This design comes from an exercise in tuning for small area, a short achievable clock period and few clock cycles on the open sky130 flow, not from production work. RTL that was checked went through simulation tests only; none was proved equivalent to the original.

## run 1
## fft8_top
module fft8_top #(
parameter N= 8,
parameter WIDTH= 12,
parameter FRACTION = 8
)(
input  wire clk,
input  wire rst,
input  wire start,
input  wire load,
input  wire [$clog2(N)-1:0] load_addr,
input  wire signed [WIDTH-1:0] data_in_re,
input  wire signed [WIDTH-1:0] data_in_im,
input  wire [$clog2(N)-1:0] out_addr,
output reg  done,
output reg  signed [WIDTH-1:0] data_out_re,
output reg  signed [WIDTH-1:0] data_out_im
);
For scale: about 2800 cells after synthesis, about 59 I/O pins.
Settings: LEC_CHECK=0, ABC_AREA=1, CAP_MARGIN=20, CORE_MARGIN=2, CORE_UTILIZATION=40, SLEW_MARGIN=20, SYNTH_HIERARCHICAL=1, SYNTH_MINIMUM_KEEP_SIZE=0; clock period 15.0 ns.
standard.sh (not shown) runs the stock make flow with config.mk's settings and CLKGATE_MAP_FILE= SYNTH_SCRIPT=/design/flow/synth_recipe.tcl, a recipe that flattens the netlist after the stock synthesis.
==> flow/flow/run.sh <==
#!/bin/bash
# Standard layout (the standard.sh: standard synthesis, floorplan, place,
# CTS, route, finish), with the timing repair asked to leave 7.5 ns of setup
# slack at the design's clock period.  The constraints are unchanged.
set -euo pipefail
bash standard.sh SETUP_SLACK_MARGIN=7.5 finish > standard_flow.log 2>&1
Run 1 ran to completion and came out clean on the timing, design-rule and antenna checks.
Testbench counts of run 1, summed over its fixed seeds: cycles 5,760.
What run 2 does differently from run 1 at the input level:
==> flow/flow/run.sh <==
#!/bin/bash
# Standard layout (the standard.sh: standard synthesis, floorplan, place,
# CTS, route, finish), with the timing repair asked to leave 8.0 ns of setup
# slack at the design's clock period.  The constraints are unchanged.
set -euo pipefail
bash standard.sh SETUP_SLACK_MARGIN=8.0 finish > standard_flow.log 2>&1
diff --git a/flow/config.mk b/flow/config.mk
--- a/flow/config.mk
+++ b/flow/config.mk
@@ -7,3 +7,2 @@
 export LEC_CHECK = 0
-export ABC_AREA = 1
 export CAP_MARGIN = 20
### Flow results
Summary of run 2 over run 1: routed length on met3 fell by 43%; area used by sequential logic in the layout about even; number of placed cells counting well taps lost 19%; post-place instance area decreased by 1.2% relative to the old numbers; wire length of the first global-routing pass decreased 18000 microns. Tightest hold margin delta (run 2 − run 1): favourable. What run 1 reported for number of standard cells after synthesis has to be multiplied by 0.77 to get the figure for run 2. Summary of run 2 over run 1: total die area saw a decrease; maximum buffer depth of the clock tree saw little to no change.
Changes in run 3 relative to run 2:
==> flow/flow/run.sh <==
#!/bin/bash
# Standard layout (the standard.sh: standard synthesis, floorplan, place,
# CTS, route, finish), with the timing repair asked to leave 7.5 ns of setup
# slack at the design's clock period.  The constraints are unchanged.
set -euo pipefail
bash standard.sh SETUP_SLACK_MARGIN=7.5 finish > standard_flow.log 2>&1
diff --git a/flow/config.mk b/flow/config.mk
--- a/flow/config.mk
+++ b/flow/config.mk
@@ -7,6 +7,6 @@
 export LEC_CHECK = 0
-export CAP_MARGIN = 20
+export CAP_MARGIN = 10
 export CORE_MARGIN = 2
-export CORE_UTILIZATION = 40
-export SLEW_MARGIN = 20
+export CORE_UTILIZATION = 55
+export SLEW_MARGIN = 10
 export SYNTH_HIERARCHICAL = 1
Findings:
Worst hold slack across run 3 and run 2: no real change. Run 3 was carried through to the last stage, and its layout satisfied the timing, design-rule and antenna checks. [compare] base=run 2 new=run 3: total via count in the routed design -288; sequential area share after synthesis saw little to no change; ratio of cells with drive above 1 in the final layout fell by 4.8 points. Comparing run 3 and run 2, area of the die is lower on run 3. Simple-gate portion of the synthesized area came out exactly the same in run 3 and run 2. Taking run 2 as the reference, in run 3 cell area lower; wire length down 3200 microns.

========
Setup of job 4392:
Another version of the RTL of fft8_top (not shown whole).
Size in the first run: ~2000 cells after synthesis, about 210 flip-flops, about 59 I/O pins, roughly 22000 um2 of cells after synthesis.
==> flow/design.v (excerpt) <==
module fft8_top #(
parameter N= 8,
parameter WIDTH= 12,
parameter FRACTION = 8
)(
input  wire clk,
input  wire rst,
input  wire start,
input  wire load,
input  wire [$clog2(N)-1:0] load_addr,
input  wire signed [WIDTH-1:0] data_in_re,
input  wire signed [WIDTH-1:0] data_in_im,
input  wire [$clog2(N)-1:0] out_addr,
output reg  done,
output reg  signed [WIDTH-1:0] data_out_re,
output reg  signed [WIDTH-1:0] data_out_im
);
Settings: LEC_CHECK=0, CAP_MARGIN=20, CORE_MARGIN=2, CORE_UTILIZATION=40, SLEW_MARGIN=20, SYNTH_HIERARCHICAL=1, SYNTH_MINIMUM_KEEP_SIZE=0; clock period 15.0 ns.
==> flow/flow/run.sh <==
#!/bin/bash
# Standard layout (the standard.sh: standard synthesis, floorplan, place,
# CTS, route, finish), with the timing repair asked to leave 8.0 ns of setup
# slack at the design's clock period.  The constraints are unchanged.
set -euo pipefail
bash standard.sh SETUP_SLACK_MARGIN=8.0 finish > standard_flow.log 2>&1
Job 4392 finished every step from synthesis to the final layout, and the layout passed the timing, design-rule and antenna checks.
Here is what was changed in the inputs of job 8726 compared with job 4392.
==> flow/flow/run.sh <==
#!/bin/bash
# Standard layout (the standard.sh: standard synthesis, floorplan, place,
# CTS, route, finish), with the timing repair asked to leave 7.5 ns of setup
# slack at the design's clock period.  The constraints are unchanged.
set -euo pipefail
bash standard.sh SETUP_SLACK_MARGIN=7.5 finish > standard_flow.log 2>&1
### Flow results
Job 8726: PASS, flow complete, no timing, DRC or antenna violations
Taking job 4392 as the reference point, the global-route wire length before repair of job 8726 falls by 2.1%.
NOTE first-iteration detailed-routing DRC count job 4392->job 8726 decreased by more than 10%
Comparing job 8726 against job 4392, there is no change at all in die area.
In job 8726, the via count of the first global-routing pass came out 204 below the value in job 4392.
Changes observed in job 8726 relative to job 4392: design area decreased 2.4%.
Function was not checked in any run of this note: the RTL went through the layout flow alone.

========
Setup of run A:
Another version of the RTL of fft8_top (not shown whole).
Size: ~210 flip-flops, roughly 59 I/O pins, ~20000 um^2 of cells after synthesis.
## fft8_top
module fft8_top #(
parameter N= 8,
parameter WIDTH= 12,
parameter FRACTION = 8
)(
input  wire clk,
input  wire rst,
input  wire start,
input  wire load,
input  wire [$clog2(N)-1:0] load_addr,
input  wire signed [WIDTH-1:0] data_in_re,
input  wire signed [WIDTH-1:0] data_in_im,
input  wire [$clog2(N)-1:0] out_addr,
output reg  done,
output reg  signed [WIDTH-1:0] data_out_re,
output reg  signed [WIDTH-1:0] data_out_im
);
Settings: LEC_CHECK=0, ABC_AREA=1, CAP_MARGIN=20, CORE_MARGIN=2, CORE_UTILIZATION=35, SLEW_MARGIN=20, SYNTH_HIERARCHICAL=1, SYNTH_MINIMUM_KEEP_SIZE=0; clock period 15.0 ns.
==> flow/flow/run.sh <==
#!/bin/bash
# Standard layout (the standard.sh: standard synthesis, floorplan, place,
# CTS, route, finish), with the timing repair asked to leave 7.6 ns of setup
# slack at the design's clock period.  The constraints are unchanged.
set -euo pipefail
bash standard.sh SETUP_SLACK_MARGIN=7.6 finish > standard_flow.log 2>&1
For run B, these inputs were changed with respect to run A:
Settings: CORE_UTILIZATION: 35 -> 40.
==> flow/flow/run.sh <==
#!/bin/bash
# Standard layout (the standard.sh: standard synthesis, floorplan, place,
# CTS, route, finish), with the timing repair asked to leave 7.75 ns of setup
# slack at the design's clock period.  The constraints are unchanged.
set -euo pipefail
bash standard.sh SETUP_SLACK_MARGIN=7.75 finish > standard_flow.log 2>&1
## What came out
Run B vs run A, startpoint of the worst setup timing path: out_addr[0] vs out_addr[2]. Going from run A to run B, the mean routed wirelength per cell was found to have gone up by about 4.5%. Compare run A and run B | sum of routed wire length over all layers higher: run B. Changes observed in run B relative to run A: global-route total usage across every layer rose 3.9 points; flip-flop and latch area was more or less identical; clock buffer count from CTS up 4.2%. Number of placement rows was lower in the run labelled run B. Slowest stage cell on the critical path: sky130_fd_sc_hd__buf_2 -> run B, sky130_fd_sc_hd__nand3_4 -> run A. [compare] base=run A new=run B: worst hold slack after final layout has remained practically unchanged.
Relative to run B, the following input files were edited for run C:
Settings: CORE_UTILIZATION changed from 40 to 35.
--- outcome ---
- The standard cell with the maximum stage delay on the critical path comes out sky130_fd_sc_hd__nand3_4 in one run and sky130_fd_sc_hd__buf_2 in the other, namely in run C and run B respectively.
- The higher final design instance area without fill came out of run C.
- Of the two values seen for highest metal layer with signal wires, met5 was produced by run C and met4 by run B.
- Compared run B against run C; proportion of cell area occupied by registers within noise.
- Between run B and run C, number of instances in the placed design increased.
No functional check of the RTL was part of any run of this note.

## static timing again, ports no longer ideal
Ports are ideal in the flow. The routed layouts listed here were re-timed in OpenROAD.
Step 1 (the two cells are an assumption about what drives the block):
set clk [get_ports {clk}]
set_driving_cell -lib_cell sky130_fd_sc_hd__clkbuf_16 $clk
set_driving_cell -lib_cell sky130_fd_sc_hd__buf_2 [delete_from_list [all_inputs] $clk]
Step 2 also shifts input and output timing later by t, the mid clock arrival at the registers, as if the neighbouring blocks saw the same clock.
a / b / c = no drivers / after step 1 / after step 2; a / b = the first two.
run | shift t [ns] | setup slack, ns | hold slack, ns | slew at the worst register clock pin (ns) | worst slew at a driven data input, ns
run 1 | 0.597 | 7.530 / 7.488 / 7.049 | 0.476 / 0.476 / 0.476 | 0.07 / 0.07 | 0.07
run 2 | 0.603 | 7.709 / 7.573 / 7.526 | 0.593 / 0.593 / 0.593 | 0.07 / 0.07 | 0.15
run 3 | 0.601 | 7.370 / 7.332 / 7.060 | 0.593 / 0.593 / 0.593 | 0.06 / 0.06 | 0.05
job 4392 | 0.615 | 7.597 / 7.500 / 7.500 | 0.616 / 0.616 / 0.616 | 0.07 / 0.07 | 0.09
job 8726 | 0.617 | 7.466 / 7.370 / 7.129 | 0.615 / 0.615 / 0.615 | 0.07 / 0.07 | 0.09
run A | 0.580 | 7.380 / 7.300 / 7.158 | 0.474 / 0.474 / 0.474 | 0.07 / 0.07 | 0.08
run B | 0.607 | 7.614 / 7.553 / 7.248 | 0.475 / 0.475 / 0.475 | 0.07 / 0.07 | 0.09
run C | 0.589 | 7.670 / 7.610 / 7.257 | 0.474 / 0.474 / 0.474 | 0.07 / 0.07 | 0.08
After both steps every run listed still meets setup and hold. The setup slack of run 1, which loses most, moves by -0.042 ns with the drivers and by -0.481 ns with both steps.
